This design comes from an exercise in tuning for small area, a short achievable clock period and few clock cycles on the open sky130 flow, not from production work.
RTL that was checked went through simulation tests only; none was proved equivalent to the original.
Function not checked in run 1: the RTL went through the layout flow alone.
Power is estimated from default activity; no workload was simulated.

--- design/flow/config.mk ---
export PLATFORM = sky130hd
export DESIGN_NAME = booth_mul64
export DESIGN_NICKNAME = booth_mul64
export VERILOG_FILES = /design/flow/design.v
export SDC_FILE = /design/flow/constraint.sdc
export NUM_CORES = 4
export LEC_CHECK = 0
export CAP_MARGIN = 20
export CORE_MARGIN = 2
export CORE_UTILIZATION = 60
export SLEW_MARGIN = 20
export SYNTH_HIERARCHICAL = 1
export SYNTH_MINIMUM_KEEP_SIZE = 0
--- design/flow/constraint.sdc ---
create_clock -name core_clock -period 10.0 [get_ports {clk}]
set_input_delay 2.0000 -clock core_clock [delete_from_list [all_inputs] [get_ports {clk}]]
set_output_delay 2.0000 -clock core_clock [all_outputs]
set_load 0.01 [all_outputs]
--- design/flow/design.v ---
module booth_mul64(op_done, result, clk, reset_n, multiplier, multiplicand, op_start, op_clear);
  input clk, reset_n, op_start, op_clear;
  input [63:0] multiplier, multiplicand;
  output op_done;
  output [127:0] result;
  reg busy, fin, done;    
  reg [2:0] cnt;
  reg [63:0] M;           
  reg [64:0] acc;         
  reg [32:0] cv;          
  reg [63:0] Q;           
  assign op_done = done;
  assign result = {acc[63:0], Q};
  always @(posedge clk or negedge reset_n)
    if (!reset_n) begin
      busy <= 1'b0;
      fin <= 1'b0;
      done <= 1'b0;
    end else if (!op_start || op_clear) begin
      busy <= 1'b0;
      fin <= 1'b0;
      done <= 1'b0;
    end else if (busy) begin
      if (cnt == 3'd7) begin
        busy <= 1'b0;
        fin <= 1'b1;
      end
    end else if (fin) begin
      fin <= 1'b0;
      done <= 1'b1;
    end else if (!done) begin
      busy <= 1'b1;
    end
  always @(posedge clk)
    if (busy) cnt <= cnt + 1'b1;
    else cnt <= 3'd0;
  reg [3:0] one, two, ng, oneh, twoh, ngh;
  wire [8:0] bq = busy ? Q[15:7] : {multiplier[7:0], 1'b0};
  wire [8:0] bqh = (busy | fin) ? Q[15:7] : {multiplier[7:0], 1'b0};
  always @(posedge clk) begin
    one[0] <= bq[1] ^ bq[0];
    two[0] <= (bq[2] & ~bq[1] & ~bq[0]) | (~bq[2] & bq[1] & bq[0]);
    ng[0] <= bq[2];
    oneh[0] <= bqh[1] ^ bqh[0];
    twoh[0] <= (bqh[2] & ~bqh[1] & ~bqh[0]) | (~bqh[2] & bqh[1] & bqh[0]);
    ngh[0] <= bqh[2];
    one[1] <= bq[3] ^ bq[2];
    two[1] <= (bq[4] & ~bq[3] & ~bq[2]) | (~bq[4] & bq[3] & bq[2]);
    ng[1] <= bq[4];
    oneh[1] <= bqh[3] ^ bqh[2];
    twoh[1] <= (bqh[4] & ~bqh[3] & ~bqh[2]) | (~bqh[4] & bqh[3] & bqh[2]);
    ngh[1] <= bqh[4];
    one[2] <= bq[5] ^ bq[4];
    two[2] <= (bq[6] & ~bq[5] & ~bq[4]) | (~bq[6] & bq[5] & bq[4]);
    ng[2] <= bq[6];
    oneh[2] <= bqh[5] ^ bqh[4];
    twoh[2] <= (bqh[6] & ~bqh[5] & ~bqh[4]) | (~bqh[6] & bqh[5] & bqh[4]);
    ngh[2] <= bqh[6];
    one[3] <= bq[7] ^ bq[6];
    two[3] <= (bq[8] & ~bq[7] & ~bq[6]) | (~bq[8] & bq[7] & bq[6]);
    ng[3] <= bq[8];
    oneh[3] <= bqh[7] ^ bqh[6];
    twoh[3] <= (bqh[8] & ~bqh[7] & ~bqh[6]) | (~bqh[8] & bqh[7] & bqh[6]);
    ngh[3] <= bqh[8];
  end
  wire ngn = Q[9] & (cnt != 3'd7);
  reg first;
  wire [64:0] acct = first ? {64'd0, ng[0]} : acc;
  wire [64:0] ma = {M[63], M};
  wire [65:0] ma2 = {M[63], M, 1'b0};
  wire [64:0] p0 = {(({32{oneh[0]}} & ma[64:33]) | ({32{twoh[0]}} & ma2[64:33])) ^ {32{ngh[0]}},
                    (({33{one[0]}} & ma[32:0]) | ({33{two[0]}} & ma2[32:0])) ^ {33{ng[0]}}};
  wire [64:0] p1 = {(({32{oneh[1]}} & ma[64:33]) | ({32{twoh[1]}} & ma2[64:33])) ^ {32{ngh[1]}},
                    (({33{one[1]}} & ma[32:0]) | ({33{two[1]}} & ma2[32:0])) ^ {33{ng[1]}}};
  wire [64:0] p2 = {(({32{oneh[2]}} & ma[64:33]) | ({32{twoh[2]}} & ma2[64:33])) ^ {32{ngh[2]}},
                    (({33{one[2]}} & ma[32:0]) | ({33{two[2]}} & ma2[32:0])) ^ {33{ng[2]}}};
  wire [64:0] p3 = {(({32{oneh[3]}} & ma[64:33]) | ({32{twoh[3]}} & ma2[64:33])) ^ {32{ngh[3]}},
                    (({33{one[3]}} & ma[32:0]) | ({33{two[3]}} & ma2[32:0])) ^ {33{ng[3]}}};
  wire t1, t2, t3, t4, t5, t6, t7, t8, t9, t10, t11, t12, t13, t14, t15, t16, t17, t18, t19, t20, t21, t22, t23, t24, t25, t26, t27, t28, t29, t30, t31, t32, t33, t34, t35, t36, t37, t38, t39, t40, t41, t42, t43, t44, t45, t46, t47, t48, t49, t50, t51, t52, t53, t54, t55, t56, t57, t58, t59, t60, t61, t62, t63, t64, t65, t66, t67, t68, t69, t70, t71, t72, t73, t74, t75, t76, t77, t78, t79, t80, t81, t82, t83, t84, t85, t86, t87, t88, t89, t90, t91, t92, t93, t94, t95, t96, t97, t98, t99, t100, t101, t102, t103, t104, t105, t106, t107, t108, t109, t110, t111, t112, t113, t114, t115, t116, t117, t118, t119, t120, t121, t122, t123, t124, t125, t126, t127, t128, t129, t130, t131, t132, t133, t134, t135, t136, t137, t138, t139, t140, t141, t142, t143, t144, t145, t146, t147, t148, t149, t150, t151, t152, t153, t154, t155, t156, t157, t158, t159, t160, t161, t162, t163, t164, t165, t166, t167, t168, t169, t170, t171, t172, t173, t174, t175, t176, t177, t178, t179, t180, t181, t182, t183, t184, t185, t186, t187, t188, t189, t190, t191, t192, t193, t194, t195, t196, t197, t198, t199, t200, t201, t202, t203, t204, t205, t206, t207, t208, t209, t210, t211, t212, t213, t214, t215, t216, t217, t218, t219, t220, t221, t222, t223, t224, t225, t226, t227, t228, t229, t230, t231, t232, t233, t234, t235, t236, t237, t238, t239, t240, t241, t242, t243, t244, t245, t246, t247, t248, t249, t250, t251, t252, t253, t254, t255, t256, t257, t258, t259, t260, t261, t262, t263, t264, t265, t266, t267, t268, t269, t270, t271, t272, t273, t274, t275, t276, t277, t278, t279, t280, t281, t282, t283, t284, t285, t286, t287, t288, t289, t290, t291, t292, t293, t294, t295, t296, t297, t298, t299, t300, t301, t302, t303, t304, t305, t306, t307, t308, t309, t310, t311, t312, t313, t314, t315, t316, t317, t318, t319, t320, t321, t322, t323, t324, t325, t326, t327, t328, t329, t330, t331, t332, t333, t334, t335, t336, t337, t338, t339, t340, t341, t342, t343, t344, t345, t346, t347, t348, t349, t350, t351, t352, t353, t354, t355, t356, t357, t358, t359, t360, t361, t362, t363, t364, t365, t366, t367, t368, t369, t370, t371, t372, t373, t374, t375, t376, t377, t378, t379, t380, t381, t382, t383, t384, t385, t386, t387, t388, t389, t390, t391, t392, t393, t394, t395, t396, t397, t398, t399, t400, t401, t402, t403, t404, t405, t406, t407, t408, t409, t410, t411, t412, t413, t414, t415, t416, t417, t418, t419, t420, t421, t422, t423, t424, t425, t426, t427, t428, t429, t430, t431, t432, t433, t434, t435, t436, t437, t438, t439, t440, t441, t442, t443, t444, t445, t446, t447, t448, t449, t450, t451, t452, t453, t454, t455, t456, t457, t458, t459, t460, t461, t462, t463, t464, t465, t466, t467, t468, t469, t470, t471, t472, t473, t474, t475, t476, t477, t478, t479, t480, t481, t482, t483, t484, t485, t486, t487, t488, t489, t490, t491, t492, t493, t494, t495, t496, t497, t498, t499, t500, t501, t502, t503, t504, t505, t506, t507, t508, t509, t510;
  bm_ha ut1 (.a(acct[2]), .b(ng[1]), .s(t1), .co(t2));
  bm_fa ut3 (.a(acct[4]), .b(ng[2]), .c(cv[2]), .s(t3), .co(t4));
  bm_ha ut5 (.a(acct[5]), .b(p0[5]), .s(t5), .co(t6));
  bm_fa ut7 (.a(acct[6]), .b(ng[3]), .c(cv[3]), .s(t7), .co(t8));
  bm_fa ut9 (.a(p0[6]), .b(p1[4]), .c(p2[2]), .s(t9), .co(t10));
  bm_fa ut11 (.a(acct[7]), .b(p0[7]), .c(p1[5]), .s(t11), .co(t12));
  bm_ha ut13 (.a(p2[3]), .b(p3[1]), .s(t13), .co(t14));
  bm_fa ut15 (.a(acct[8]), .b(ngn), .c(p0[8]), .s(t15), .co(t16));
  bm_fa ut17 (.a(p1[6]), .b(p2[4]), .c(p3[2]), .s(t17), .co(t18));
  bm_fa ut19 (.a(acct[9]), .b(p0[9]), .c(p1[7]), .s(t19), .co(t20));
  bm_ha ut21 (.a(p2[5]), .b(p3[3]), .s(t21), .co(t22));
  bm_fa ut23 (.a(acct[10]), .b(p0[10]), .c(p1[8]), .s(t23), .co(t24));
  bm_ha ut25 (.a(p2[6]), .b(p3[4]), .s(t25), .co(t26));
  bm_fa ut27 (.a(acct[11]), .b(p0[11]), .c(p1[9]), .s(t27), .co(t28));
  bm_ha ut29 (.a(p2[7]), .b(p3[5]), .s(t29), .co(t30));
  bm_fa ut31 (.a(acct[12]), .b(p0[12]), .c(p1[10]), .s(t31), .co(t32));
  bm_ha ut33 (.a(p2[8]), .b(p3[6]), .s(t33), .co(t34));
  bm_fa ut35 (.a(acct[13]), .b(p0[13]), .c(p1[11]), .s(t35), .co(t36));
  bm_ha ut37 (.a(p2[9]), .b(p3[7]), .s(t37), .co(t38));
  bm_fa ut39 (.a(acct[14]), .b(p0[14]), .c(p1[12]), .s(t39), .co(t40));
  bm_ha ut41 (.a(p2[10]), .b(p3[8]), .s(t41), .co(t42));
  bm_fa ut43 (.a(acct[15]), .b(p0[15]), .c(p1[13]), .s(t43), .co(t44));
  bm_ha ut45 (.a(p2[11]), .b(p3[9]), .s(t45), .co(t46));
  bm_fa ut47 (.a(acct[16]), .b(p0[16]), .c(p1[14]), .s(t47), .co(t48));
  bm_ha ut49 (.a(p2[12]), .b(p3[10]), .s(t49), .co(t50));
  bm_fa ut51 (.a(acct[17]), .b(p0[17]), .c(p1[15]), .s(t51), .co(t52));
  bm_ha ut53 (.a(p2[13]), .b(p3[11]), .s(t53), .co(t54));
  bm_fa ut55 (.a(acct[18]), .b(p0[18]), .c(p1[16]), .s(t55), .co(t56));
  bm_ha ut57 (.a(p2[14]), .b(p3[12]), .s(t57), .co(t58));
  bm_fa ut59 (.a(acct[19]), .b(p0[19]), .c(p1[17]), .s(t59), .co(t60));
  bm_ha ut61 (.a(p2[15]), .b(p3[13]), .s(t61), .co(t62));
  bm_fa ut63 (.a(acct[20]), .b(p0[20]), .c(p1[18]), .s(t63), .co(t64));
  bm_ha ut65 (.a(p2[16]), .b(p3[14]), .s(t65), .co(t66));
  bm_fa ut67 (.a(acct[21]), .b(p0[21]), .c(p1[19]), .s(t67), .co(t68));
  bm_ha ut69 (.a(p2[17]), .b(p3[15]), .s(t69), .co(t70));
  bm_fa ut71 (.a(acct[22]), .b(p0[22]), .c(p1[20]), .s(t71), .co(t72));
  bm_ha ut73 (.a(p2[18]), .b(p3[16]), .s(t73), .co(t74));
  bm_fa ut75 (.a(acct[23]), .b(p0[23]), .c(p1[21]), .s(t75), .co(t76));
  bm_ha ut77 (.a(p2[19]), .b(p3[17]), .s(t77), .co(t78));
  bm_fa ut79 (.a(acct[24]), .b(p0[24]), .c(p1[22]), .s(t79), .co(t80));
  bm_ha ut81 (.a(p2[20]), .b(p3[18]), .s(t81), .co(t82));
  bm_fa ut83 (.a(acct[25]), .b(p0[25]), .c(p1[23]), .s(t83), .co(t84));
  bm_ha ut85 (.a(p2[21]), .b(p3[19]), .s(t85), .co(t86));
  bm_fa ut87 (.a(acct[26]), .b(p0[26]), .c(p1[24]), .s(t87), .co(t88));
  bm_ha ut89 (.a(p2[22]), .b(p3[20]), .s(t89), .co(t90));
  bm_fa ut91 (.a(acct[27]), .b(p0[27]), .c(p1[25]), .s(t91), .co(t92));
  bm_ha ut93 (.a(p2[23]), .b(p3[21]), .s(t93), .co(t94));
  bm_fa ut95 (.a(acct[28]), .b(p0[28]), .c(p1[26]), .s(t95), .co(t96));
  bm_ha ut97 (.a(p2[24]), .b(p3[22]), .s(t97), .co(t98));
  bm_fa ut99 (.a(acct[29]), .b(p0[29]), .c(p1[27]), .s(t99), .co(t100));
  bm_ha ut101 (.a(p2[25]), .b(p3[23]), .s(t101), .co(t102));
  bm_fa ut103 (.a(acct[30]), .b(p0[30]), .c(p1[28]), .s(t103), .co(t104));
  bm_ha ut105 (.a(p2[26]), .b(p3[24]), .s(t105), .co(t106));
  bm_fa ut107 (.a(acct[31]), .b(p0[31]), .c(p1[29]), .s(t107), .co(t108));
  bm_ha ut109 (.a(p2[27]), .b(p3[25]), .s(t109), .co(t110));
  bm_fa ut111 (.a(acct[32]), .b(p0[32]), .c(p1[30]), .s(t111), .co(t112));
  bm_ha ut113 (.a(p2[28]), .b(p3[26]), .s(t113), .co(t114));
  bm_fa ut115 (.a(acct[33]), .b(p0[33]), .c(p1[31]), .s(t115), .co(t116));
  bm_ha ut117 (.a(p2[29]), .b(p3[27]), .s(t117), .co(t118));
  bm_fa ut119 (.a(acct[34]), .b(p0[34]), .c(p1[32]), .s(t119), .co(t120));
  bm_ha ut121 (.a(p2[30]), .b(p3[28]), .s(t121), .co(t122));
  bm_fa ut123 (.a(acct[35]), .b(p0[35]), .c(p1[33]), .s(t123), .co(t124));
  bm_ha ut125 (.a(p2[31]), .b(p3[29]), .s(t125), .co(t126));
  bm_fa ut127 (.a(acct[36]), .b(p0[36]), .c(p1[34]), .s(t127), .co(t128));
  bm_ha ut129 (.a(p2[32]), .b(p3[30]), .s(t129), .co(t130));
  bm_fa ut131 (.a(acct[37]), .b(p0[37]), .c(p1[35]), .s(t131), .co(t132));
  bm_ha ut133 (.a(p2[33]), .b(p3[31]), .s(t133), .co(t134));
  bm_fa ut135 (.a(acct[38]), .b(p0[38]), .c(p1[36]), .s(t135), .co(t136));
  bm_ha ut137 (.a(p2[34]), .b(p3[32]), .s(t137), .co(t138));
  bm_fa ut139 (.a(acct[39]), .b(p0[39]), .c(p1[37]), .s(t139), .co(t140));
  bm_ha ut141 (.a(p2[35]), .b(p3[33]), .s(t141), .co(t142));
  bm_fa ut143 (.a(acct[40]), .b(p0[40]), .c(p1[38]), .s(t143), .co(t144));
  bm_ha ut145 (.a(p2[36]), .b(p3[34]), .s(t145), .co(t146));
  bm_fa ut147 (.a(acct[41]), .b(p0[41]), .c(p1[39]), .s(t147), .co(t148));
  bm_ha ut149 (.a(p2[37]), .b(p3[35]), .s(t149), .co(t150));
  bm_fa ut151 (.a(acct[42]), .b(p0[42]), .c(p1[40]), .s(t151), .co(t152));
  bm_ha ut153 (.a(p2[38]), .b(p3[36]), .s(t153), .co(t154));
  bm_fa ut155 (.a(acct[43]), .b(p0[43]), .c(p1[41]), .s(t155), .co(t156));
  bm_ha ut157 (.a(p2[39]), .b(p3[37]), .s(t157), .co(t158));
  bm_fa ut159 (.a(acct[44]), .b(p0[44]), .c(p1[42]), .s(t159), .co(t160));
  bm_ha ut161 (.a(p2[40]), .b(p3[38]), .s(t161), .co(t162));
  bm_fa ut163 (.a(acct[45]), .b(p0[45]), .c(p1[43]), .s(t163), .co(t164));
  bm_ha ut165 (.a(p2[41]), .b(p3[39]), .s(t165), .co(t166));
  bm_fa ut167 (.a(acct[46]), .b(p0[46]), .c(p1[44]), .s(t167), .co(t168));
  bm_ha ut169 (.a(p2[42]), .b(p3[40]), .s(t169), .co(t170));
  bm_fa ut171 (.a(acct[47]), .b(p0[47]), .c(p1[45]), .s(t171), .co(t172));
  bm_ha ut173 (.a(p2[43]), .b(p3[41]), .s(t173), .co(t174));
  bm_fa ut175 (.a(acct[48]), .b(p0[48]), .c(p1[46]), .s(t175), .co(t176));
  bm_ha ut177 (.a(p2[44]), .b(p3[42]), .s(t177), .co(t178));
  bm_fa ut179 (.a(acct[49]), .b(p0[49]), .c(p1[47]), .s(t179), .co(t180));
  bm_ha ut181 (.a(p2[45]), .b(p3[43]), .s(t181), .co(t182));
  bm_fa ut183 (.a(acct[50]), .b(p0[50]), .c(p1[48]), .s(t183), .co(t184));
  bm_ha ut185 (.a(p2[46]), .b(p3[44]), .s(t185), .co(t186));
  bm_fa ut187 (.a(acct[51]), .b(p0[51]), .c(p1[49]), .s(t187), .co(t188));
  bm_ha ut189 (.a(p2[47]), .b(p3[45]), .s(t189), .co(t190));
  bm_fa ut191 (.a(acct[52]), .b(p0[52]), .c(p1[50]), .s(t191), .co(t192));
  bm_ha ut193 (.a(p2[48]), .b(p3[46]), .s(t193), .co(t194));
  bm_fa ut195 (.a(acct[53]), .b(p0[53]), .c(p1[51]), .s(t195), .co(t196));
  bm_ha ut197 (.a(p2[49]), .b(p3[47]), .s(t197), .co(t198));
  bm_fa ut199 (.a(acct[54]), .b(p0[54]), .c(p1[52]), .s(t199), .co(t200));
  bm_ha ut201 (.a(p2[50]), .b(p3[48]), .s(t201), .co(t202));
  bm_fa ut203 (.a(acct[55]), .b(p0[55]), .c(p1[53]), .s(t203), .co(t204));
  bm_ha ut205 (.a(p2[51]), .b(p3[49]), .s(t205), .co(t206));
  bm_fa ut207 (.a(acct[56]), .b(p0[56]), .c(p1[54]), .s(t207), .co(t208));
  bm_ha ut209 (.a(p2[52]), .b(p3[50]), .s(t209), .co(t210));
  bm_fa ut211 (.a(acct[57]), .b(p0[57]), .c(p1[55]), .s(t211), .co(t212));
  bm_ha ut213 (.a(p2[53]), .b(p3[51]), .s(t213), .co(t214));
  bm_fa ut215 (.a(acct[58]), .b(p0[58]), .c(p1[56]), .s(t215), .co(t216));
  bm_ha ut217 (.a(p2[54]), .b(p3[52]), .s(t217), .co(t218));
  bm_fa ut219 (.a(acct[59]), .b(p0[59]), .c(p1[57]), .s(t219), .co(t220));
  bm_ha ut221 (.a(p2[55]), .b(p3[53]), .s(t221), .co(t222));
  bm_fa ut223 (.a(acct[60]), .b(p0[60]), .c(p1[58]), .s(t223), .co(t224));
  bm_ha ut225 (.a(p2[56]), .b(p3[54]), .s(t225), .co(t226));
  bm_fa ut227 (.a(acct[61]), .b(p0[61]), .c(p1[59]), .s(t227), .co(t228));
  bm_ha ut229 (.a(p2[57]), .b(p3[55]), .s(t229), .co(t230));
  bm_fa ut231 (.a(acct[62]), .b(p0[62]), .c(p1[60]), .s(t231), .co(t232));
  bm_ha ut233 (.a(p2[58]), .b(p3[56]), .s(t233), .co(t234));
  bm_fa ut235 (.a(acct[63]), .b(p0[63]), .c(p1[61]), .s(t235), .co(t236));
  bm_ha ut237 (.a(p2[59]), .b(p3[57]), .s(t237), .co(t238));
  bm_fa ut239 (.a(~acct[64]), .b(~p0[64]), .c(p1[62]), .s(t239), .co(t240));
  bm_ha ut241 (.a(p2[60]), .b(p3[58]), .s(t241), .co(t242));
  bm_fa ut243 (.a(1'b1), .b(p1[63]), .c(p2[61]), .s(t243), .co(t244));
  bm_fa ut245 (.a(cv[1]), .b(t1), .c(p0[2]), .s(t245), .co(t246));
  bm_fa ut247 (.a(acct[3]), .b(t2), .c(p0[3]), .s(t247), .co(t248));
  bm_fa ut249 (.a(t3), .b(p0[4]), .c(p1[2]), .s(t249), .co(t250));
  bm_fa ut251 (.a(t4), .b(p1[3]), .c(p2[1]), .s(t251), .co(t252));
  bm_fa ut253 (.a(t7), .b(p3[0]), .c(t6), .s(t253), .co(t254));
  bm_fa ut255 (.a(t8), .b(t13), .c(t10), .s(t255), .co(t256));
  bm_fa ut257 (.a(t14), .b(t12), .c(t15), .s(t257), .co(t258));
  bm_fa ut259 (.a(t21), .b(t16), .c(t18), .s(t259), .co(t260));
  bm_fa ut261 (.a(t22), .b(t25), .c(t20), .s(t261), .co(t262));
  bm_fa ut263 (.a(t26), .b(t29), .c(t24), .s(t263), .co(t264));
  bm_fa ut265 (.a(t30), .b(t33), .c(t28), .s(t265), .co(t266));
  bm_fa ut267 (.a(t34), .b(t37), .c(t32), .s(t267), .co(t268));
  bm_fa ut269 (.a(t38), .b(t41), .c(t36), .s(t269), .co(t270));
  bm_fa ut271 (.a(t42), .b(t45), .c(t40), .s(t271), .co(t272));
  bm_fa ut273 (.a(t46), .b(t49), .c(t44), .s(t273), .co(t274));
  bm_fa ut275 (.a(t50), .b(t53), .c(t48), .s(t275), .co(t276));
  bm_fa ut277 (.a(t54), .b(t57), .c(t52), .s(t277), .co(t278));
  bm_fa ut279 (.a(t58), .b(t61), .c(t56), .s(t279), .co(t280));
  bm_fa ut281 (.a(t62), .b(t65), .c(t60), .s(t281), .co(t282));
  bm_fa ut283 (.a(t66), .b(t69), .c(t64), .s(t283), .co(t284));
  bm_fa ut285 (.a(t70), .b(t73), .c(t68), .s(t285), .co(t286));
  bm_fa ut287 (.a(t74), .b(t77), .c(t72), .s(t287), .co(t288));
  bm_fa ut289 (.a(t78), .b(t81), .c(t76), .s(t289), .co(t290));
  bm_fa ut291 (.a(t82), .b(t85), .c(t80), .s(t291), .co(t292));
  bm_fa ut293 (.a(t86), .b(t89), .c(t84), .s(t293), .co(t294));
  bm_fa ut295 (.a(t90), .b(t93), .c(t88), .s(t295), .co(t296));
  bm_fa ut297 (.a(t94), .b(t97), .c(t92), .s(t297), .co(t298));
  bm_fa ut299 (.a(t98), .b(t101), .c(t96), .s(t299), .co(t300));
  bm_fa ut301 (.a(t102), .b(t105), .c(t100), .s(t301), .co(t302));
  bm_fa ut303 (.a(t106), .b(t109), .c(t104), .s(t303), .co(t304));
  bm_fa ut305 (.a(t110), .b(t113), .c(t108), .s(t305), .co(t306));
  bm_fa ut307 (.a(t114), .b(t117), .c(t112), .s(t307), .co(t308));
  bm_fa ut309 (.a(t118), .b(t121), .c(t116), .s(t309), .co(t310));
  bm_fa ut311 (.a(t122), .b(t125), .c(t120), .s(t311), .co(t312));
  bm_fa ut313 (.a(t126), .b(t129), .c(t124), .s(t313), .co(t314));
  bm_fa ut315 (.a(t130), .b(t133), .c(t128), .s(t315), .co(t316));
  bm_fa ut317 (.a(t134), .b(t137), .c(t132), .s(t317), .co(t318));
  bm_fa ut319 (.a(t138), .b(t141), .c(t136), .s(t319), .co(t320));
  bm_fa ut321 (.a(t142), .b(t145), .c(t140), .s(t321), .co(t322));
  bm_fa ut323 (.a(t146), .b(t149), .c(t144), .s(t323), .co(t324));
  bm_fa ut325 (.a(t150), .b(t153), .c(t148), .s(t325), .co(t326));
  bm_fa ut327 (.a(t154), .b(t157), .c(t152), .s(t327), .co(t328));
  bm_fa ut329 (.a(t158), .b(t161), .c(t156), .s(t329), .co(t330));
  bm_fa ut331 (.a(t162), .b(t165), .c(t160), .s(t331), .co(t332));
  bm_fa ut333 (.a(t166), .b(t169), .c(t164), .s(t333), .co(t334));
  bm_fa ut335 (.a(t170), .b(t173), .c(t168), .s(t335), .co(t336));
  bm_fa ut337 (.a(t174), .b(t177), .c(t172), .s(t337), .co(t338));
  bm_fa ut339 (.a(t178), .b(t181), .c(t176), .s(t339), .co(t340));
  bm_fa ut341 (.a(t182), .b(t185), .c(t180), .s(t341), .co(t342));
  bm_fa ut343 (.a(t186), .b(t189), .c(t184), .s(t343), .co(t344));
  bm_fa ut345 (.a(t190), .b(t193), .c(t188), .s(t345), .co(t346));
  bm_fa ut347 (.a(t194), .b(t197), .c(t192), .s(t347), .co(t348));
  bm_fa ut349 (.a(t198), .b(t201), .c(t196), .s(t349), .co(t350));
  bm_fa ut351 (.a(t202), .b(t205), .c(t200), .s(t351), .co(t352));
  bm_fa ut353 (.a(t206), .b(t209), .c(t204), .s(t353), .co(t354));
  bm_fa ut355 (.a(t210), .b(t213), .c(t208), .s(t355), .co(t356));
  bm_fa ut357 (.a(t214), .b(t217), .c(t212), .s(t357), .co(t358));
  bm_fa ut359 (.a(t218), .b(t221), .c(t216), .s(t359), .co(t360));
  bm_fa ut361 (.a(t222), .b(t225), .c(t220), .s(t361), .co(t362));
  bm_fa ut363 (.a(t226), .b(t229), .c(t224), .s(t363), .co(t364));
  bm_fa ut365 (.a(t230), .b(t233), .c(t228), .s(t365), .co(t366));
  bm_fa ut367 (.a(t234), .b(t237), .c(t232), .s(t367), .co(t368));
  bm_fa ut369 (.a(t238), .b(t241), .c(t236), .s(t369), .co(t370));
  bm_fa ut371 (.a(p3[59]), .b(t242), .c(t240), .s(t371), .co(t372));
  bm_fa ut373 (.a(~p1[64]), .b(p2[62]), .c(p3[60]), .s(t373), .co(t374));
  bm_fa ut375 (.a(1'b1), .b(p2[63]), .c(p3[61]), .s(t375), .co(t376));
  bm_ha ut377 (.a(p1[1]), .b(t246), .s(t377), .co(t378));
  bm_fa ut379 (.a(p2[0]), .b(t248), .c(t249), .s(t379), .co(t380));
  bm_fa ut381 (.a(t5), .b(t250), .c(t251), .s(t381), .co(t382));
  bm_fa ut383 (.a(t252), .b(t9), .c(t253), .s(t383), .co(t384));
  bm_fa ut385 (.a(t11), .b(t254), .c(t255), .s(t385), .co(t386));
  bm_fa ut387 (.a(t17), .b(t256), .c(t257), .s(t387), .co(t388));
  bm_fa ut389 (.a(t19), .b(t258), .c(t259), .s(t389), .co(t390));
  bm_fa ut391 (.a(t23), .b(t260), .c(t261), .s(t391), .co(t392));
  bm_fa ut393 (.a(t27), .b(t262), .c(t263), .s(t393), .co(t394));
  bm_fa ut395 (.a(t31), .b(t264), .c(t265), .s(t395), .co(t396));
  bm_fa ut397 (.a(t35), .b(t266), .c(t267), .s(t397), .co(t398));
  bm_fa ut399 (.a(t39), .b(t268), .c(t269), .s(t399), .co(t400));
  bm_fa ut401 (.a(t43), .b(t270), .c(t271), .s(t401), .co(t402));
  bm_fa ut403 (.a(t47), .b(t272), .c(t273), .s(t403), .co(t404));
  bm_fa ut405 (.a(t51), .b(t274), .c(t275), .s(t405), .co(t406));
  bm_fa ut407 (.a(t55), .b(t276), .c(t277), .s(t407), .co(t408));
  bm_fa ut409 (.a(t59), .b(t278), .c(t279), .s(t409), .co(t410));
  bm_fa ut411 (.a(t63), .b(t280), .c(t281), .s(t411), .co(t412));
  bm_fa ut413 (.a(t67), .b(t282), .c(t283), .s(t413), .co(t414));
  bm_fa ut415 (.a(t71), .b(t284), .c(t285), .s(t415), .co(t416));
  bm_fa ut417 (.a(t75), .b(t286), .c(t287), .s(t417), .co(t418));
  bm_fa ut419 (.a(t79), .b(t288), .c(t289), .s(t419), .co(t420));
  bm_fa ut421 (.a(t83), .b(t290), .c(t291), .s(t421), .co(t422));
  bm_fa ut423 (.a(t87), .b(t292), .c(t293), .s(t423), .co(t424));
  bm_fa ut425 (.a(t91), .b(t294), .c(t295), .s(t425), .co(t426));
  bm_fa ut427 (.a(t95), .b(t296), .c(t297), .s(t427), .co(t428));
  bm_fa ut429 (.a(t99), .b(t298), .c(t299), .s(t429), .co(t430));
  bm_fa ut431 (.a(t103), .b(t300), .c(t301), .s(t431), .co(t432));
  bm_fa ut433 (.a(t107), .b(t302), .c(t303), .s(t433), .co(t434));
  bm_fa ut435 (.a(t111), .b(t304), .c(t305), .s(t435), .co(t436));
  bm_fa ut437 (.a(t115), .b(t306), .c(t307), .s(t437), .co(t438));
  bm_fa ut439 (.a(t119), .b(t308), .c(t309), .s(t439), .co(t440));
  bm_fa ut441 (.a(t123), .b(t310), .c(t311), .s(t441), .co(t442));
  bm_fa ut443 (.a(t127), .b(t312), .c(t313), .s(t443), .co(t444));
  bm_fa ut445 (.a(t131), .b(t314), .c(t315), .s(t445), .co(t446));
  bm_fa ut447 (.a(t135), .b(t316), .c(t317), .s(t447), .co(t448));
  bm_fa ut449 (.a(t139), .b(t318), .c(t319), .s(t449), .co(t450));
  bm_fa ut451 (.a(t143), .b(t320), .c(t321), .s(t451), .co(t452));
  bm_fa ut453 (.a(t147), .b(t322), .c(t323), .s(t453), .co(t454));
  bm_fa ut455 (.a(t151), .b(t324), .c(t325), .s(t455), .co(t456));
  bm_fa ut457 (.a(t155), .b(t326), .c(t327), .s(t457), .co(t458));
  bm_fa ut459 (.a(t159), .b(t328), .c(t329), .s(t459), .co(t460));
  bm_fa ut461 (.a(t163), .b(t330), .c(t331), .s(t461), .co(t462));
  bm_fa ut463 (.a(t167), .b(t332), .c(t333), .s(t463), .co(t464));
  bm_fa ut465 (.a(t171), .b(t334), .c(t335), .s(t465), .co(t466));
  bm_fa ut467 (.a(t175), .b(t336), .c(t337), .s(t467), .co(t468));
  bm_fa ut469 (.a(t179), .b(t338), .c(t339), .s(t469), .co(t470));
  bm_fa ut471 (.a(t183), .b(t340), .c(t341), .s(t471), .co(t472));
  bm_fa ut473 (.a(t187), .b(t342), .c(t343), .s(t473), .co(t474));
  bm_fa ut475 (.a(t191), .b(t344), .c(t345), .s(t475), .co(t476));
  bm_fa ut477 (.a(t195), .b(t346), .c(t347), .s(t477), .co(t478));
  bm_fa ut479 (.a(t199), .b(t348), .c(t349), .s(t479), .co(t480));
  bm_fa ut481 (.a(t203), .b(t350), .c(t351), .s(t481), .co(t482));
  bm_fa ut483 (.a(t207), .b(t352), .c(t353), .s(t483), .co(t484));
  bm_fa ut485 (.a(t211), .b(t354), .c(t355), .s(t485), .co(t486));
  bm_fa ut487 (.a(t215), .b(t356), .c(t357), .s(t487), .co(t488));
  bm_fa ut489 (.a(t219), .b(t358), .c(t359), .s(t489), .co(t490));
  bm_fa ut491 (.a(t223), .b(t360), .c(t361), .s(t491), .co(t492));
  bm_fa ut493 (.a(t227), .b(t362), .c(t363), .s(t493), .co(t494));
  bm_fa ut495 (.a(t231), .b(t364), .c(t365), .s(t495), .co(t496));
  bm_fa ut497 (.a(t235), .b(t366), .c(t367), .s(t497), .co(t498));
  bm_fa ut499 (.a(t239), .b(t368), .c(t369), .s(t499), .co(t500));
  bm_fa ut501 (.a(t243), .b(t370), .c(t371), .s(t501), .co(t502));
  bm_fa ut503 (.a(t244), .b(t373), .c(t372), .s(t503), .co(t504));
  bm_ha ut505 (.a(t374), .b(t375), .s(t505), .co(t506));
  bm_fa ut507 (.a(~p2[64]), .b(p3[62]), .c(t376), .s(t507), .co(t508));
  bm_ha ut509 (.a(1'b1), .b(p3[63]), .s(t509), .co(t510));
  wire [72:0] r0 = {1'b1, 1'b1, ~p3[64], t509, t507, t505, t503, t501, t499, t497, t495, t493, t491, t489, t487, t485, t483, t481, t479, t477, t475, t473, t471, t469, t467, t465, t463, t461, t459, t457, t455, t453, t451, t449, t447, t445, t443, t441, t439, t437, t435, t433, t431, t429, t427, t425, t423, t421, t419, t417, t415, t413, t411, t409, t407, t405, t403, t401, t399, t397, t395, t393, t391, t389, t387, t385, t383, t381, t379, t247, p1[0], acct[1], acct[0]};
  wire [72:0] r1 = {1'b0, 1'b0, t510, t508, t506, t504, t502, t500, t498, t496, t494, t492, t490, t488, t486, t484, t482, t480, t478, t476, t474, t472, t470, t468, t466, t464, t462, t460, t458, t456, t454, t452, t450, t448, t446, t444, t442, t440, t438, t436, t434, t432, t430, t428, t426, t424, t422, t420, t418, t416, t414, t412, t410, t408, t406, t404, t402, t400, t398, t396, t394, t392, t390, t388, t386, t384, t382, t380, t378, t377, t245, p0[1], p0[0]};
  wire [72:0] x;
  wire [33:0] co;
  assign {co[0], x[7:0]} = r0[7:0] + r1[7:0] + cv[0];
  bm_add2 ub1 (.a(r0[9:8]), .b(r1[9:8]), .ci(cv[4]), .s(x[9:8]), .co(co[1]));
  bm_add2 ub2 (.a(r0[11:10]), .b(r1[11:10]), .ci(cv[5]), .s(x[11:10]), .co(co[2]));
  bm_add2 ub3 (.a(r0[13:12]), .b(r1[13:12]), .ci(cv[6]), .s(x[13:12]), .co(co[3]));
  bm_add2 ub4 (.a(r0[15:14]), .b(r1[15:14]), .ci(cv[7]), .s(x[15:14]), .co(co[4]));
  bm_add2 ub5 (.a(r0[17:16]), .b(r1[17:16]), .ci(cv[8]), .s(x[17:16]), .co(co[5]));
  bm_add2 ub6 (.a(r0[19:18]), .b(r1[19:18]), .ci(cv[9]), .s(x[19:18]), .co(co[6]));
  bm_add2 ub7 (.a(r0[21:20]), .b(r1[21:20]), .ci(cv[10]), .s(x[21:20]), .co(co[7]));
  bm_add2 ub8 (.a(r0[23:22]), .b(r1[23:22]), .ci(cv[11]), .s(x[23:22]), .co(co[8]));
  bm_add2 ub9 (.a(r0[25:24]), .b(r1[25:24]), .ci(cv[12]), .s(x[25:24]), .co(co[9]));
  bm_add2 ub10 (.a(r0[27:26]), .b(r1[27:26]), .ci(cv[13]), .s(x[27:26]), .co(co[10]));
  bm_add2 ub11 (.a(r0[29:28]), .b(r1[29:28]), .ci(cv[14]), .s(x[29:28]), .co(co[11]));
  bm_add2 ub12 (.a(r0[31:30]), .b(r1[31:30]), .ci(cv[15]), .s(x[31:30]), .co(co[12]));
  bm_add2 ub13 (.a(r0[33:32]), .b(r1[33:32]), .ci(cv[16]), .s(x[33:32]), .co(co[13]));
  bm_add2 ub14 (.a(r0[35:34]), .b(r1[35:34]), .ci(cv[17]), .s(x[35:34]), .co(co[14]));
  bm_add2 ub15 (.a(r0[37:36]), .b(r1[37:36]), .ci(cv[18]), .s(x[37:36]), .co(co[15]));
  bm_add2 ub16 (.a(r0[39:38]), .b(r1[39:38]), .ci(cv[19]), .s(x[39:38]), .co(co[16]));
  bm_add2 ub17 (.a(r0[41:40]), .b(r1[41:40]), .ci(cv[20]), .s(x[41:40]), .co(co[17]));
  bm_add2 ub18 (.a(r0[43:42]), .b(r1[43:42]), .ci(cv[21]), .s(x[43:42]), .co(co[18]));
  bm_add2 ub19 (.a(r0[45:44]), .b(r1[45:44]), .ci(cv[22]), .s(x[45:44]), .co(co[19]));
  bm_add2 ub20 (.a(r0[47:46]), .b(r1[47:46]), .ci(cv[23]), .s(x[47:46]), .co(co[20]));
  bm_add2 ub21 (.a(r0[49:48]), .b(r1[49:48]), .ci(cv[24]), .s(x[49:48]), .co(co[21]));
  bm_add2 ub22 (.a(r0[51:50]), .b(r1[51:50]), .ci(cv[25]), .s(x[51:50]), .co(co[22]));
  bm_add2 ub23 (.a(r0[53:52]), .b(r1[53:52]), .ci(cv[26]), .s(x[53:52]), .co(co[23]));
  bm_add2 ub24 (.a(r0[55:54]), .b(r1[55:54]), .ci(cv[27]), .s(x[55:54]), .co(co[24]));
  bm_add2 ub25 (.a(r0[57:56]), .b(r1[57:56]), .ci(cv[28]), .s(x[57:56]), .co(co[25]));
  bm_add2 ub26 (.a(r0[59:58]), .b(r1[59:58]), .ci(cv[29]), .s(x[59:58]), .co(co[26]));
  bm_add2 ub27 (.a(r0[61:60]), .b(r1[61:60]), .ci(cv[30]), .s(x[61:60]), .co(co[27]));
  bm_add2 ub28 (.a(r0[63:62]), .b(r1[63:62]), .ci(cv[31]), .s(x[63:62]), .co(co[28]));
  bm_add2 ub29 (.a(r0[65:64]), .b(r1[65:64]), .ci(cv[32]), .s(x[65:64]), .co(co[29]));
  bm_add2 ub30 (.a(r0[67:66]), .b(r1[67:66]), .ci(1'b0), .s(x[67:66]), .co(co[30]));
  bm_add2 ub31 (.a(r0[69:68]), .b(r1[69:68]), .ci(1'b0), .s(x[69:68]), .co(co[31]));
  bm_add2 ub32 (.a(r0[71:70]), .b(r1[71:70]), .ci(1'b0), .s(x[71:70]), .co(co[32]));
  assign {co[33], x[72:72]} = r0[72:72] + r1[72:72] + 1'b0;
  wire [64:0] cvec = {cv[32], 1'b0, cv[31], 1'b0, cv[30], 1'b0, cv[29], 1'b0, cv[28], 1'b0, cv[27], 1'b0, cv[26], 1'b0, cv[25], 1'b0, cv[24], 1'b0, cv[23], 1'b0, cv[22], 1'b0, cv[21], 1'b0, cv[20], 1'b0, cv[19], 1'b0, cv[18], 1'b0, cv[17], 1'b0, cv[16], 1'b0, cv[15], 1'b0, cv[14], 1'b0, cv[13], 1'b0, cv[12], 1'b0, cv[11], 1'b0, cv[10], 1'b0, cv[9], 1'b0, cv[8], 1'b0, cv[7], 1'b0, cv[6], 1'b0, cv[5], 1'b0, cv[4], 1'b0, cv[3], 1'b0, cv[2], 1'b0, cv[1], 1'b0, cv[0]};
  always @(posedge clk)
    cv <= busy ? co[32:0] : 33'd0;
  always @(posedge clk)
    first <= !busy && !fin && !done;
  always @(posedge clk) begin
    M <= multiplicand;
    if (busy) begin
      acc <= x[72:8];
      Q <= {x[7:0], Q[63:8]};
    end else if (fin) begin
      acc <= acc + cvec;
    end else if (!done) begin
      Q <= multiplier;
    end
  end
endmodule
module bm_fa(a, b, c, s, co);
  input a, b, c;
  output s, co;
  assign s = a ^ b ^ c;
  assign co = (a & b) | (c & (a ^ b));
endmodule
module bm_add2(a, b, ci, s, co);
  input [1:0] a, b;
  input ci;
  output [1:0] s;
  output co;
  wire c1, h1, g1;
  bm_fa u0 (.a(a[0]), .b(b[0]), .c(ci), .s(s[0]), .co(c1));
  bm_ha u1 (.a(a[1]), .b(b[1]), .s(h1), .co(g1));
  assign s[1] = h1 ^ c1;
  assign co = g1 | (h1 & c1);
endmodule
module bm_ha(a, b, s, co);
  input a, b;
  output s, co;
  assign s = a ^ b;
  assign co = a & b;
endmodule
--- design/flow/flow/run.sh ---
#!/bin/bash
# Standard ORFS layout (the standard.sh) with two changes:
#  - ports are buffered with buf_1 instead of the flow's default choice;
#  - repair_timing aims for a setup slack margin of 6.45 ns.
set -euo pipefail
export BUFFER_PORTS_ARGS="-buffer_cell sky130_fd_sc_hd__buf_1"
export SETUP_SLACK_MARGIN=6.45
bash standard.sh > standard_make.log 2>&1
--- design/flow/standard.sh ---
#!/bin/bash
# synth_recipe.tcl (not shown) runs the flow's synth.tcl, then flattens the netlist and writes it again
# the make line also repeats each setting of config.mk as NAME=value (left out here)
make -C /OpenROAD-flow-scripts/flow DESIGN_CONFIG=/design/flow/config.mk WORK_HOME=/design/flow/orfs CLKGATE_MAP_FILE= SYNTH_SCRIPT=/design/flow/synth_recipe.tcl "${@:-finish}"
==> flow_summary.json, run 1 <==
{
  "synth_edf_count": 128,
  "final_common_cell": "xnor2_1",
  "syn_to_final_growth_pct": 14.3,
  "place_area_um2": 24100,
  "grt_pass1_vias": 18100,
  "yosysUniqueCellTypes": 70,
  "clock_latency_ns": 0.62,
  "peakVddDrop_uv": 186,
  "avgSynthCellArea_um2": 10.6,
  "clk_pin_slew_ns": 0.06,
  "start_util_pct": 61.0,
  "synth_flop_cell": "edfxtp_1",
  "max_freq_mhz": 269,
  "pin_count": 261,
  "fin_area_um2": 27000,
  "fin_skew_ns": 0.0300,
  "synth_area_um2": 23600,
  "place_congestion": 0.919,
  "slew_headroom_pct": 33.0,
  "cts_tree": "done",
  "cts.sinks": 257,
  "drt_iter0_drc": 1833,
  "status": "timing/DRC/antenna clean",
  "final_cell_mix": "xnor2_1 (291), buf_1 (260), fa_1 (213)",
  "async_flop_share_pct": 1.17,
  "vias": 18300,
  "cp-start-kind": "register",
  "htreeDepth": 1,
  "ys_seq_area_share_pct": 27.3,
  "cts_inserted_buffers": 30,
  "hold_viol": 0,
  "yosys_register_bits": 257,
  "syn_inst": 2232,
  "wirelength_mm": 72.7,
  "rsz0062_at_grt": "yes",
  "tightest_slew_ns": 1.01,
  "fp.dieW_um": 202,
  "dp_hpwl_mm": 48.8,
  "tns_ns": 0,
  "root_buffer": "clkbuf_16",
  "cp_max_fo": 16,
  "grt_max_degree": 73,
  "routedWlPerCell_um": 25.1,
  "drt-pass1-iter-count": 5,
  "avgViaCountPerCell": 6.29,
  "io_buffers": 260,
  "core_area_um2": 38700,
  "drcViolationCount": 0,
  "die_area_um2": 41000,
  "grt.total_usage_pct": 33.4,
  "critical_path_class": "reg -> reg",
  "cap_violations": 0,
  "worst_setup_path_end_kind": "register",
  "drive_above_1_share_pct": 15.0,
  "postRouteAntennaNets": 0,
  "cp.required_ns": 10.36,
  "antenna_found_initial": 3,
  "holdCritPathClass": "reg -> reg",
  "synth_warnings": 7,
  "power.leakage_uw": 0.0101,
  "p_per_area_nw_per_um2": 304,
  "row_count": 72,
  "slew_violations": 0,
  "finalCritPeriodShare_pct": 37.1,
  "period_needed_ns": 3.71,
  "cts_buffer_depth": 3,
  "setup_viol": 0,
  "arrival_ns": 4.07,
  "nets": 2886,
  "grt_pass1_wl_mm": 106,
  "grt_overflow_total": 0,
  "die_y_um": 202
}
final cells by class:
class	instances	area (µm²)
multi-input cells	1693	16300
fillers	2972	11700
flip-flops and latches	257	6550
repair buffers	351	2350
clock buffers	37	860
well taps	518	648
clock inverters	19	199
inverters	26	97.6
diodes	1	2.50
report_power, final:
part | internal, µW | leakage, µW | switching (µW)
sequential | 1400 | 0.00237 | 309
clock | 670 | 0.000510 | 498
combinational | 2530 | 0.00723 | 2820
total | 4590 | 0.0101 | 3620
cells in the mapped netlist (all sizes together) (2+ instances only):
cell type | number | area (µm²)
xnor2 | 292 | 2560
a22oi | 252 | 1890
fa | 227 | 4540
clkbuf | 172 | 716
ha | 168 | 2100
edfxtp | 128 | 3840
dfxtp | 126 | 2520
nand2 | 120 | 450
buf | 90 | 578
o21ai | 88 | 444
nor2b | 70 | 438
mux2 | 61 | 687
nor2 | 53 | 199
a21oi | 44 | 228
and2 | 42 | 263
or2 | 34 | 213
xor2 | 32 | 280
a31oi | 26 | 163
inv | 26 | 97.6
nand3 | 20 | 100
nor3 | 16 | 80.1
o21bai | 16 | 120
nand4 | 15 | 93.8
mux2i | 14 | 140
a31o | 9 | 78.8
nand2b | 8 | 50.1
a21o | 7 | 52.6
and3 | 7 | 43.8
and4 | 7 | 61.3
a211oi | 6 | 50.1
o31ai | 6 | 45.0
or3 | 5 | 31.3
o21a | 4 | 30.0
a211o | 3 | 26.3
a21boi | 3 | 22.5
dfrtp | 3 | 75.1
o211ai | 3 | 22.5
a221oi | 2 | 23.8
conb | 2 | 7.51
nor4 | 2 | 12.5
nor4b | 2 | 17.5
o311ai | 2 | 17.5
or4 | 2 | 18.8
modules after synthesis, one instance, submodules excluded:
module,times used,flip-flops and latches
booth_mul64,1,257
bm_fa,225,0
bm_add2,32,0
bm_ha,94,0
cell families (layout without fill, tap and decap cells):
logic type	after synthesis	count (layout)	share of synthesized area (%)
AO/OA/AOI/OAI	485	485	14.3
AND/OR/NAND/NOR	406	406	8.88
adder cells (fa/ha/maj)	395	395	28.1
XOR/XNOR	324	324	12.0
buffers and inverters	288	433	5.89
flip-flops	257	257	27.3
multiplexers	75	75	3.50
other	2	9	0.0318
routing by layer:
metal | part of all wire (%) | vias up | global-route usage [%] | wire length, µm
li1 | - | 8048 | - | -
met1 | 42 | 9146 | 47.1 | 30400
met2 | 46 | 923 | 52.6 | 33500
met3 | 9.2 | 129 | 7.18 | 6700
met4 | 3.0 | 4 | 8.76 | 2160
met5 | 0.037 | - | 0 | 27
state kept, by name (all words and copies together) (netlist names):
signal,flops
cnt,3
M,64
one,4
two,4
busy,1
ngh,4
first,1
twoh,4
fin,1
ng,4
cv,33
done,1
oneh,4
Q,64
acc,65
final timing paths:
path | startpoint | endpoint | slack [ns] | cells past startpoint
max | two[0]$_DFF_P_ | acc[1]$_DFFE_PN_ | 6.29 | 9
min | cnt[0]$_SDFF_PN0_ | cnt[0]$_SDFF_PN0_ | 0.43 | 1
max reg2reg | two[0]$_DFF_P_ | acc[1]$_DFFE_PN_ | 6.29 | 9
min reg2reg | cnt[0]$_SDFF_PN0_ | cnt[0]$_SDFF_PN0_ | 0.43 | 1
max in group asynchronous | reset_n | busy$_DFF_PN0_ | 8.64 | 1
min in group asynchronous | reset_n | busy$_DFF_PN0_ | 1.19 | 1
worst max-delay path: stages, from the launching register on:
cell     delay, ns
dfxtp_4       0.38
buf_12        0.17
a22oi_2       0.19
xnor2_1       0.19
fa_1          0.48
fa_1          0.53
fa_1          0.47
fa_1          0.48
ha_1          0.31
mux2_2        0.27
metrics by stage:
| step | util (%) | setup WS (ns) | std cells | power, µW | hold slack (ns) |
|---|---|---|---|---|---|
| floorplan | - | 6.45 | 2238 | 5330 | 0.399 |
| global placement | 62.3 | 5.68 | 2773 | 6580 | 0.408 |
| detailed placement | 62.3 | 5.74 | 2773 | 6670 | 0.424 |
| CTS | 67.0 | 6.45 | 2862 | 8000 | 0.432 |
| global route | 69.7 | 6.25 | 2901 | 8900 | 0.442 |
| finish | 69.7 | 6.29 | 2902 | 8220 | 0.435 |
what timing repair did:
action | 4_1_cts | 5_1_grt
gates resized for setup | 68 | 128
pin swaps | 13 | 31
cloned | 3 | 8
hold buffers | 0 | 0
buffers inserted | 30 | 31
endpoints found under the setup margin | 100 | 60
==> run 2: changes to the inputs <==
--- a/design/flow/design.v
+++ b/design/flow/design.v
@@ -63,7 +63,10 @@
     twoh[3] <= (bqh[8] & ~bqh[7] & ~bqh[6]) | (~bqh[8] & bqh[7] & bqh[6]);
     ngh[3] <= bqh[8];
   end
-  wire ngn = Q[9] & (cnt != 3'd7);
+  reg ngq;    
+  always @(posedge clk)
+    ngq <= busy ? (Q[17] & (cnt != 3'd6)) : multiplier[9];
+  wire ngn = ngq;
   reg first;
   wire [64:0] acct = first ? {64'd0, ng[0]} : acc;
   wire [64:0] ma = {M[63], M};
==> run 2 against run 1 <==
Combinational power is 0.7% lower. Clock power hardly changed. Global-route usage is 0.58 points lower. Register-to-register slack better by 0.13 ns. Sequential cell count is 1 higher.
==> flow_summary.json, run 2 <==
{
  "synth_edf_count": 128,
  "grt_pass1_vias": 18000,
  "grt_max_degree": 84,
  "crit_chain": "a22oi_1 > xnor2_1 > fa_1 > fa_1 > fa_1 > fa_1 > ha_1 > mux2_2",
  "synth_commonest_cells": "xnor2_1 (297), a22oi_1 (254), fa_1 (227)",
  "async_flop_share_pct": 1.16,
  "post-synth-top-count-cell": "xnor2_1",
  "cp_max_fo": 8,
  "grt_pass1_wl_mm": 105,
  "drcViolationCount": 0,
  "grt_overflow_total": 0,
  "ys_seq_area_share_pct": 27.2,
  "holdCritPathClass": "reg -> reg",
  "setup_viol": 0,
  "synth_warnings": 7,
  "vias": 18000,
  "largest_register": "acc",
  "fin_area_um2": 26200,
  "power.leakage_uw": 0.00982,
  "diodes": 0,
  "tns_ns": 0,
  "cp-start-kind": "register",
  "largest_registers": "acc (65), M (64), Q (64)",
  "met3_length_mm": 6.94,
  "dr_wl_met2_mm": 32.9,
  "synth_top_area_share_pct": 19.1,
  "period_needed_ns": 3.59,
  "startpoint": "M[8]$_DFF_P_",
  "final_common_cell": "xnor2_1",
  "critical_path_class": "reg -> reg",
  "cp-endpoint": "acc[1]$_DFFE_PN_",
  "reg2reg_to": "acc[1]$_DFFE_PN_",
  "fp.dieW_um": 203,
  "r2r_slack_ns": 6.41,
  "cpMaxStageDelayCell": "fa_1",
  "drive_above_1_share_pct": 11.1,
  "seq_area_um2": 6550,
  "wl_met1_mm": 28.9,
  "cp.required_ns": 10.33,
  "io_buffers": 260,
  "root_buffer": "clkbuf_16",
  "hold_viol": 0,
  "finalCritPeriodShare_pct": 35.9,
  "synth_area_um2": 23700,
  "p_per_area_nw_per_um2": 312,
  "routedWlPerCell_um": 24.8,
  "postRouteAntennaNets": 0,
  "multi_input_area_um2": 16000,
  "cap_violations": 0,
  "clock_latency_ns": 0.59,
  "cts.sinks": 258,
  "cts_inserted_buffers": 31,
  "syn_to_final_growth_pct": 10.6,
  "syn_inst": 2236,
  "avgSynthCellArea_um2": 10.6,
  "synth_flop_cell": "edfxtp_1",
  "slew_violations": 0,
  "max_freq_mhz": 279,
  "wirelength_mm": 71.1,
  "fin_skew_ns": 0.0120,
  "ys_top_cells_by_area": "fa_1 (19%), edfxtp_1 (16%), xnor2_1 (11%)",
  "antenna_found_initial": 2,
  "final_cell_mix": "xnor2_1 (296), buf_1 (260), a22oi_1 (244)",
  "grt.total_usage_pct": 32.8,
  "tightest_slew_ns": 0.954,
  "place_congestion": 0.922,
  "cp_common_cell": "fa_1",
  "highest_layer": "met5",
  "crit-reg2reg-launch": "M[8]$_DFF_P_",
  "pin_count": 261,
  "largest_reg_flops": 65,
  "cts_tree": "done",
  "row_count": 72,
  "slew_headroom_pct": 36.3,
  "yosysUniqueCellTypes": 73,
  "start_util_pct": 61.1,
  "final_util_pct": 67.6,
  "cts_hold_buf": 0,
  "status": "timing/DRC/antenna clean",
  "critPathMaxStageDelay_ns": 0.54,
  "avgViaCountPerCell": 6.28,
  "die_y_um": 203,
  "htreeDepth": 1,
  "core_area_um2": 38800,
  "hold_ws_ns": 0.439,
  "nets": 2856,
  "worst_setup_path_end_kind": "register",
  "die_area_um2": 41200,
  "yosys_register_bits": 258,
  "dp_hpwl_mm": 48.6,
  "yosys.area.top_type": "fa_1",
  "clk_pin_slew_ns": 0.06,
  "peakVddDrop_uv": 209,
  "fill_cells": 3111,
  "drt-pass1-iter-count": 6,
  "rsz0062_at_grt": "yes",
  "ff2ff_path_depth": 8,
  "arrival_ns": 3.92,
  "place_area_um2": 24200,
  "drt_iter0_drc": 1750,
  "cts_buffer_depth": 3
}
-- run 2: changes by cell type in the layout (fill, tap and decap cells not counted), sizes merged, moves of 6 or more --
cell	before	now
a21oi	44	36
buf	342	318
clkbuf	45	39
inv	31	37
nand4	15	23
nor2b	70	62
nor3b	1	7
o21bai	16	10
-- run 2: critical path, delay by kind of cell, from the launching register on --
kind | cells | cell delay, ns
AOI/OAI and AO/OA | 1 | 0.15
xor gates and xnor gates | 1 | 0.21
adders and majority gates | 5 | 2.21
DFF | 1 | 0.49
muxes | 1 | 0.26
-- run 2: repair_timing --
item / in CTS / in global routing
setup buffers: 4 / 35
resized for setup: 31 / 67
cloned: 2 / 3
pin swaps: 0 / 4
endpoints found under the setup margin: 96 / 62
-- run 2: worst min path at each step --
stage                                 start                end  depth (start not counted)
after floorplan           cnt[0]$_SDFF_PN0_  cnt[0]$_SDFF_PN0_                          1
after global placement    cnt[0]$_SDFF_PN0_  cnt[0]$_SDFF_PN0_                          1
after detailed placement  cnt[0]$_SDFF_PN0_  cnt[0]$_SDFF_PN0_                          1
after CTS                 cnt[0]$_SDFF_PN0_  cnt[0]$_SDFF_PN0_                          1
after global routing      cnt[0]$_SDFF_PN0_  cnt[0]$_SDFF_PN0_                          1
final                     cnt[0]$_SDFF_PN0_  cnt[0]$_SDFF_PN0_                          1
-- run 2: routing by layer --
| layer | up-vias | track usage (%) |
|---|---|---|
| li1 | 7990 | - |
| met1 | 8954 | 45.4 |
| met2 | 952 | 52.7 |
| met3 | 135 | 6.24 |
| met4 | 4 | 9.91 |
| met5 | - | 0 |
-- run 2: report_power, final --
part	leakage, µW	switching (µW)	total (µW)	internal [µW]
Clock	0.000505	503	1160	662
Sequential	0.00238	308	1720	1410
Combinational	0.00693	2830	5300	2470
Total	0.00982	3640	8180	4540
-- run 2: stage by stage --
stage	instances	total power, µW	worst slack, ns
after floorplan	2242	5390	6.45
after global placement	2769	6680	5.74
after detailed placement	2769	6790	5.67
after CTS	2833	8040	6.36
after global routing	2871	8890	6.34
final	2871	8180	6.41
-- run 2: layout make-up --
cell class | count | area share [%]
multi-input combinational | 1685 | 60.8
inverter | 31 | 0.443
sequential | 258 | 25.0
clock buffer | 36 | 3.22
timing repair buffer | 321 | 7.36
clock inverter | 22 | 0.734
tap | 518 | 2.47
-- run 2: cell families (layout without fill, tap and decap cells) --
group | count (synthesis) | count (layout) | synth area share, %
compound gates | 489 | 489 | 14.6
buf+inv | 299 | 410 | 6.13
xor+xnor | 325 | 325 | 12.0
mux | 75 | 75 | 3.48
fa+ha+maj | 396 | 396 | 28.1
other cells | 2 | 8 | 0.0316
flops | 258 | 258 | 27.2
simple gates | 392 | 392 | 8.48
-- run 2: modules after synthesis, one instance, submodules excluded --
module	flops+latches	cells	times used	area, µm²
booth_mul64	258	1853	1	17500
bm_fa	0	1	225	20.0
bm_add2	0	2	32	18.8
bm_ha	0	1	94	12.5
Testbench counts of run 2, summed over its fixed seeds: cycles 4,600.
==> run 3: changes to the inputs <==
==> design/flow/flow/run.sh (replaced) <==
#!/bin/bash
# Standard ORFS layout (the standard.sh) with two changes:
#  - ports are buffered with buf_1 instead of the flow's default choice;
#  - repair_timing aims for a setup slack margin of 6.3 ns.
set -euo pipefail
export BUFFER_PORTS_ARGS="-buffer_cell sky130_fd_sc_hd__buf_1"
export SETUP_SLACK_MARGIN=6.3
bash standard.sh > standard_make.log 2>&1
--- a/design/flow/config.mk
+++ b/design/flow/config.mk
@@ -8,6 +8,7 @@
 export CAP_MARGIN = 20
 export CORE_MARGIN = 2
 export CORE_UTILIZATION = 60
+export CTS_BUF_LIST = sky130_fd_sc_hd__clkbuf_4 sky130_fd_sc_hd__clkbuf_8
 export SLEW_MARGIN = 20
 export SYNTH_HIERARCHICAL = 1
 export SYNTH_MINIMUM_KEEP_SIZE = 0
==> run 3 against run 2 <==
Fmax decreased by 0.88%. Setup slack got worse by 0.032 ns. Synthesized cell count is the same. Critical endpoint is now acc[53]$_DFFE_PN_. Sequential cell count is the same. First-iteration DRC count shrank 9.1%. Synthesized area stayed put. Combinational power down 3%. Clock skew rose by 0.032 ns. Still clean. Final cell count grew 0.17%.
==> flow_summary.json, run 3 <==
{
  "hold_end": "cnt[0]$_SDFF_PN0_",
  "syn_inst": 2236,
  "antenna_found_initial": 1,
  "finalCritPeriodShare_pct": 36.2,
  "root_buffer": "clkbuf_8",
  "die_area_um2": 41200,
  "fin_skew_ns": 0.0442,
  "grt_pass1_vias": 17900,
  "hp-start": "cnt[0]$_SDFF_PN0_",
  "place_area_um2": 24200,
  "grt_pass1_wl_mm": 102,
  "tns_ns": 0,
  "fill_cells": 3165,
  "period_needed_ns": 3.62,
  "grt_max_degree": 100,
  "avgSynthCellArea_um2": 10.6,
  "critical_path_class": "reg -> reg",
  "cp_max_fo": 6,
  "diodes": 0,
  "hold_ws_ns": 0.438,
  "cp-start-kind": "register",
  "syn_to_final_growth_pct": 8.27,
  "rsz0062_at_grt": "yes",
  "reg2reg_to": "acc[53]$_DFFE_PN_",
  "vias": 18100,
  "start_util_pct": 61.1,
  "status": "timing/DRC/antenna clean",
  "postRouteAntennaNets": 0,
  "synth_top_area_share_pct": 19.1,
  "grt_overflow_total": 0,
  "synth_edf_count": 128,
  "tightest_slew_ns": 0.915,
  "nets": 2845,
  "setup_viol": 0,
  "cpMaxStageDelayCell": "a31oi_1",
  "critPathMaxStageDelay_ns": 0.47,
  "max_freq_mhz": 276,
  "dp_slack_ns": 5.89,
  "p_per_area_nw_per_um2": 314,
  "final_cell_mix": "xnor2_1 (296), buf_1 (260), a22oi_1 (254)",
  "grt.total_usage_pct": 31.8,
  "io_buffers": 260,
  "cts_inserted_buffers": 49,
  "cap_violations": 0,
  "drive_above_1_share_pct": 9.63,
  "power.leakage_uw": 0.00964,
  "cp_common_cell": "o21ai_0",
  "largest_reg_flops": 65,
  "yosys.area.top_type": "fa_1",
  "core_area_um2": 38800,
  "pin_count": 261,
  "avgViaCountPerCell": 6.28,
  "synth_area_um2": 23700,
  "cts.sinks": 258,
  "drt_iter0_drc": 1590,
  "place_congestion": 0.953,
  "cts_buffer_depth": 3,
  "hold_viol": 0,
  "largest_registers": "acc (65), M (64), Q (64)",
  "cts_tree": "done",
  "synth_flop_cell": "edfxtp_1",
  "yosys_register_bits": 258,
  "peakVddDrop_uv": 156,
  "synth_commonest_cells": "xnor2_1 (297), a22oi_1 (254), fa_1 (227)",
  "crit_buf_inv": 0,
  "drcViolationCount": 0,
  "fin_area_um2": 25700,
  "htreeDepth": 2,
  "async_flop_share_pct": 1.16,
  "cp.required_ns": 10.34,
  "ff2ff_path_depth": 9,
  "wirelength_mm": 68.7,
  "drt-pass1-iter-count": 6,
  "r2r_slack_ns": 6.38,
  "clock_latency_ns": 0.66,
  "die_y_um": 203,
  "fp.dieW_um": 203,
  "crit-reg2reg-launch": "acc[12]$_DFFE_PN_",
  "arrival_ns": 3.96,
  "largest_register": "acc",
  "post-synth-top-count-cell": "xnor2_1",
  "clk_pin_slew_ns": 0.06,
  "yosysUniqueCellTypes": 73,
  "slew_violations": 0,
  "holdCritPathClass": "reg -> reg",
  "min_path_cells": 1,
  "worst_setup_path_end_kind": "register",
  "fin_ws_ns": 6.38,
  "total_power_uw": 8060,
  "cpLargestDelayFamily": "compound AO/OA/AOI/OAI gates",
  "ys_top_cells_by_area": "fa_1 (19%), edfxtp_1 (16%), xnor2_1 (11%)",
  "synth_warnings": 7,
  "final_common_cell": "xnor2_1",
  "slew_headroom_pct": 39.0,
  "routedWlPerCell_um": 23.9,
  "crit_chain": "ha_1 > a31oi_1 > o21ai_0 > a21oi_2 > o31a_1 > o21ai_0 > a21oi_1 > xnor2_1 > o21ai_0",
  "row_count": 72,
  "dp_hpwl_mm": 48.3,
  "ys_seq_area_share_pct": 27.2
}
## run 3: timing repair
item	CTS	global route
setup endpoints to repair	80	27
gates resized for setup	18	19
cloned	0	2
hold buffers	0	0
setup buffers	0	12
## run 3: power breakdown
group          leakage (µW)  internal, µW  total (µW)  switching, µW
clock              0.000577           675        1180            504
sequential          0.00238          1410        1740            333
combinational       0.00669          2400        5140           2740
## run 3: stage by stage
stage | util (%) | cells
6_report | 66.2 | 2876
4_1_cts | 65.3 | 2862
2_1_floorplan | - | 2242
3_5_place_dp | 62.4 | 2770
3_3_place_gp | 62.3 | 2770
5_1_grt | 66.2 | 2876
## run 3: kinds of logic after synthesis
kind of cell / count (synthesis) / synth area share [%]
fa+ha+maj: 396 / 28.1
compound gates: 489 / 14.6
other cells: 2 / 0.0316
simple gates: 392 / 8.48
xor+xnor: 325 / 12.0
mux: 75 / 3.48
flops: 258 / 27.2
buf+inv: 299 / 6.13
## run 3: worst max-delay path by stage
stage / start / end / slack [ns] / depth (start not counted)
2_1_floorplan: ng[2]$_DFF_P_ / acc[1]$_DFFE_PN_ / 6.33 / 9
3_3_place_gp: one[0]$_DFF_P_ / acc[1]$_DFFE_PN_ / 5.73 / 8
3_5_place_dp: first$_DFF_P_ / Q[63]$_DFFE_PP_ / 5.89 / 11
4_1_cts: ng[2]$_DFF_P_ / Q[63]$_DFFE_PP_ / 6.27 / 9
5_1_grt: first$_DFF_P_ / Q[63]$_DFFE_PP_ / 6.29 / 11
6_report: acc[12]$_DFFE_PN_ / acc[53]$_DFFE_PN_ / 6.38 / 9
## run 3: per-module statistics from Yosys (local to each module, per instance)
module / flip-flops and latches / cell area, µm² / times used / cells inside
booth_mul64: 258 / 17500 / 1 / 1853
bm_fa: 0 / 20.0 / 225 / 1
bm_add2: 0 / 18.8 / 32 / 2
bm_ha: 0 / 12.5 / 94 / 1
## run 3: routing by layer
layer  routed length, µm  global-route usage [%]  vias to the layer above
met5                  64                    1.19                        -
met4                2170                    11.1                        2
met3                6970                    8.41                      147
met2               31000                    49.4                      992
met1               28500                    43.1                     8945
li1                    -                       -                     7969
## run 3: layout make-up
cell class / count / area, µm² / share of cell area [%]
Clock buffer: 77 / 935 / 3.64
Clock inverter: 15 / 161 / 0.628
Inverter: 31 / 116 / 0.453
Multi-Input combinational cell: 1685 / 15900 / 61.7
Sequential cell: 258 / 6530 / 25.4
Tap cell: 518 / 648 / 2.52
Timing Repair Buffer: 292 / 1450 / 5.62
## run 3: worst reg2reg max path, cell delays in order, from the launching register on
cell and delay [ns]:
edfxtp_1 0.46, ha_1 0.45, a31oi_1 0.47, o21ai_0 0.22
a21oi_2 0.37, o31a_1 0.47, o21ai_0 0.37, a21oi_1 0.25
xnor2_1 0.16, o21ai_0 0.10

-- static timing again, ports no longer ideal --
How much do the figures lean on ideal ports? The routed layouts below were timed once more, with nothing changed but the port constraints.
Step 1 sets driving cells, clkbuf_16 on the clock port and buf_2 on the other inputs (assumed; they add their load-dependent delay and slew).
Step 2, shift: input delay + t, output delay - t, t = (earliest + latest rising clock arrival at the registers) / 2. This alone moves slack from input paths to output paths.
Slacks: ideal ports / drivers / drivers and shift; pairs: ideal ports / drivers.
| run | t, ns | setup slack, ns | clock arrival spread, ns | worst data-port slew with drivers (ns) | cell pins on the clock port's net |
|---|---|---|---|---|---|
| run 1 | 0.661 | 6.285 / 6.285 / 6.285 | 0.032 / 0.031 | 0.10 | 1 |
| run 2 | 0.641 | 6.415 / 6.415 / 6.415 | 0.013 / 0.013 | 0.08 | 1 |
| run 3 | 0.693 | 6.383 / 6.383 / 6.383 | 0.046 / 0.046 | 0.06 | 1 |
After both steps every run listed still meets setup and hold.
